What follows belongs to an exercise in optimizing a design on an open flow for small area, a short achievable clock period and few clock cycles; a production flow would make more cautious choices. In this exercise RTL edits were held to simulation tests only and were not proved equivalent to the original.

==> flow/design.v (excerpt) <==
module ipdc (                        
	input         i_clk,
	input         i_rst_n,
	input         i_op_valid,
	input  [ 2:0] i_op_mode,
	input         i_in_valid,
	input  [23:0] i_in_data,
	output        o_in_ready,
	output        o_out_valid,
	output [23:0] o_out_data
);
export LEC_CHECK = 0
export CAP_MARGIN = 20
export CORE_MARGIN = 2
export CORE_UTILIZATION = 40
export CTS_CLUSTER_DIAMETER = 80
export CTS_CLUSTER_SIZE = 30
export SLEW_MARGIN = 20
create_clock -name core_clock -period 10.0 [get_ports {i_clk}]
standard.sh (not shown) runs the stock make flow with config.mk's settings and CLKGATE_MAP_FILE= SYNTH_SCRIPT=/design/flow/synth_recipe.tcl, a recipe that flattens the netlist after the stock synthesis.
==> flow/flow/run.sh <==
#!/bin/bash
# Standard ORFS layout with two settings changed:
#  - timing repair aims for a setup slack of 6.75 ns against the 10 ns clock
#    (a cycle of about 3.25 ns);
#  - the majority cells (maj3) are added to the platform's don't-use list, so
#    that synthesis does not build the 8-bit comparators as slow maj3 chains.
set -euo pipefail
DONT_USE="sky130_fd_sc_hd__lpflow_bleeder_1 sky130_fd_sc_hd__lpflow_clkbufkapwr_1 sky130_fd_sc_hd__lpflow_clkbufkapwr_16 sky130_fd_sc_hd__lpflow_clkbufkapwr_2 sky130_fd_sc_hd__lpflow_clkbufkapwr_4 sky130_fd_sc_hd__lpflow_clkbufkapwr_8 sky130_fd_sc_hd__lpflow_clkinvkapwr_1 sky130_fd_sc_hd__lpflow_clkinvkapwr_16 sky130_fd_sc_hd__lpflow_clkinvkapwr_2 sky130_fd_sc_hd__lpflow_clkinvkapwr_4 sky130_fd_sc_hd__lpflow_clkinvkapwr_8 sky130_fd_sc_hd__lpflow_decapkapwr_12 sky130_fd_sc_hd__lpflow_decapkapwr_3 sky130_fd_sc_hd__lpflow_decapkapwr_4 sky130_fd_sc_hd__lpflow_decapkapwr_6 sky130_fd_sc_hd__lpflow_decapkapwr_8 sky130_fd_sc_hd__lpflow_inputiso0n_1 sky130_fd_sc_hd__lpflow_inputiso0p_1 sky130_fd_sc_hd__lpflow_inputiso1n_1 sky130_fd_sc_hd__lpflow_inputiso1p_1 sky130_fd_sc_hd__lpflow_inputisolatch_1 sky130_fd_sc_hd__lpflow_isobufsrc_1 sky130_fd_sc_hd__lpflow_isobufsrc_16 sky130_fd_sc_hd__lpflow_isobufsrc_2 sky130_fd_sc_hd__lpflow_isobufsrc_4 sky130_fd_sc_hd__lpflow_isobufsrc_8 sky130_fd_sc_hd__lpflow_isobufsrckapwr_16 sky130_fd_sc_hd__lpflow_lsbuf_lh_hl_isowell_tap_1 sky130_fd_sc_hd__lpflow_lsbuf_lh_hl_isowell_tap_2 sky130_fd_sc_hd__lpflow_lsbuf_lh_hl_isowell_tap_4 sky130_fd_sc_hd__lpflow_lsbuf_lh_isowell_4 sky130_fd_sc_hd__lpflow_lsbuf_lh_isowell_tap_1 sky130_fd_sc_hd__lpflow_lsbuf_lh_isowell_tap_2 sky130_fd_sc_hd__lpflow_lsbuf_lh_isowell_tap_4 sky130_fd_sc_hd__probe_p_8 sky130_fd_sc_hd__probec_p_8  sky130_fd_sc_hd__maj3_1 sky130_fd_sc_hd__maj3_2 sky130_fd_sc_hd__maj3_4"
bash standard.sh "DONT_USE_CELLS=$DONT_USE" SETUP_SLACK_MARGIN=6.75 finish > standard.log 2>&1
Testbench counts at the start, summed over its fixed seeds: cycles 13,349.
Change:
--- a/flow/design.v
+++ b/flow/design.v
@@ -108,39 +108,35 @@
 genvar gi;
 generate
     for (gi = 0; gi < 64; gi = gi + 1) begin : g_rp
         assign rp[gi] = ring[24*gi +: 24];
     end
 endgenerate
 wire        ld_first;        
 reg         med_ins;         
-reg  [ 5:0] ins_cnt;         
 wire [23:0] med_res;
 wire [23:0] ring_in = med_ins ? med_res : (i_in_valid ? i_in_data : rp[0]);
 always @(posedge i_clk) begin
     ring <= {ring_in, ring[1535:24]};
 end
 reg [5:0] B;
 always @(posedge i_clk or negedge i_rst_n) begin
     if (!i_rst_n)               B <= 6'd0;
     else if (ld_first)          B <= 6'd63;
     else                        B <= B - 6'd1;
 end
 wire op_load = i_op_valid & (i_op_mode == 3'd0);
 wire op_disp = i_op_valid & (i_op_mode != 3'd0) & ~i_op_mode[2] | i_op_valid & (i_op_mode == 3'd4);
 wire op_med  = i_op_valid & (i_op_mode == 3'd5);
 wire op_cs   = i_op_valid & (i_op_mode[2:1] == 2'b11);
-reg  in_ready_r, ld_pend;
-wire ld_want = op_load | ld_pend;
-wire ld_free = ~med_ins | (ins_cnt == 6'd63);    
-always @(posedge i_clk) in_ready_r <= ld_want & ld_free;
+reg in_ready_r;
 always @(posedge i_clk or negedge i_rst_n) begin
-    if (!i_rst_n) ld_pend <= 1'b0;
-    else          ld_pend <= ld_want & ~ld_free;
+    if (!i_rst_n) in_ready_r <= 1'b0;
+    else          in_ready_r <= op_load;
 end
 assign o_in_ready = in_ready_r;
 reg [5:0] icnt;
 reg       icnt0, icnt63;     
 always @(posedge i_clk or negedge i_rst_n) begin
     if (!i_rst_n) begin
         icnt     <= 6'd0;
         icnt0    <= 1'b1;
@@ -152,16 +148,17 @@
             icnt0  <= (icnt == 6'd63);
             icnt63 <= (icnt == 6'd62);
         end
     end
 end
 assign ld_first = i_in_valid & icnt0;
 wire ld_done = i_in_valid & icnt63;
 reg       med_pend;
+reg [5:0] ins_cnt;
 reg       b_is1;             
 always @(posedge i_clk or negedge i_rst_n) begin
     if (!i_rst_n) b_is1 <= 1'b0;
     else          b_is1 <= (B[2:0] == 3'd2) & ~ld_first;
 end
 wire      med_go = (med_pend | op_med) & b_is1 & ~med_ins;
 always @(posedge i_clk or negedge i_rst_n) begin
     if (!i_rst_n) begin
@@ -179,17 +176,17 @@
             if (op_med) med_pend <= 1'b1;
             if (med_ins) begin
                 ins_cnt <= ins_cnt + 6'd1;
                 if (ins_cnt == 6'd63) med_ins <= 1'b0;
             end
         end
     end
 end
-wire med_done = med_ins & (ins_cnt == 6'd59);
+wire med_done = med_ins & (ins_cnt == 6'd61);
 wire [5:0] m_next = 6'd9 - B;
 wire [5:0] n_now  = 6'd7 - B;
 wire [23:0] med3c;
 reg  [191:0] sv;             
 wire         sv_cap = med_ins & (ins_cnt[5:3] == 3'd0);
 always @(posedge i_clk) sv <= {sv[167:0], sv_cap ? rp[0] : sv[191:168]};
 reg          sv_sel;         
 always @(posedge i_clk or negedge i_rst_n) begin
The changed run produced a clean layout; count of clock-buffer cells in the layout rose by 2; first-iteration DRC count rose by 9.9%; maximum frequency rose by 0.73%; via count is about the same; setup slack improved by 24 ps; wire length fell by 1.4%.
Testbench counts after the change, summed over its fixed seeds: cycles 13,449.

-- port drivers added, routing unchanged --
No port has a modelled driver above. Below, the same layouts with a new extraction and two added sets of constraints. Step 1: set_driving_cell puts a clkbuf_16 on i_clk and a buf_2 on each other input, an assumption about the parent block. Step 2 also shifts input and output timing later by t, the mid clock arrival at the registers, as if the neighbouring blocks saw the same clock. a / b / c = ideal / step 1 / step 2; a / b = the first two.
run	t (ns)	setup slack, ns	worst setup path at the end	worst slew at a driven data input, ns	pins driven straight from the clock port
the first run	0.801	6.732 / 6.653 / 6.108	input to register	0.04	1
the second run	0.816	6.756 / 6.681 / 6.188	input to register	0.04	1
After both steps setup and hold are still met in every run listed. For the first run, which loses most, drivers alone change the setup slack by -0.079 ns; drivers and shift together by -0.624 ns.
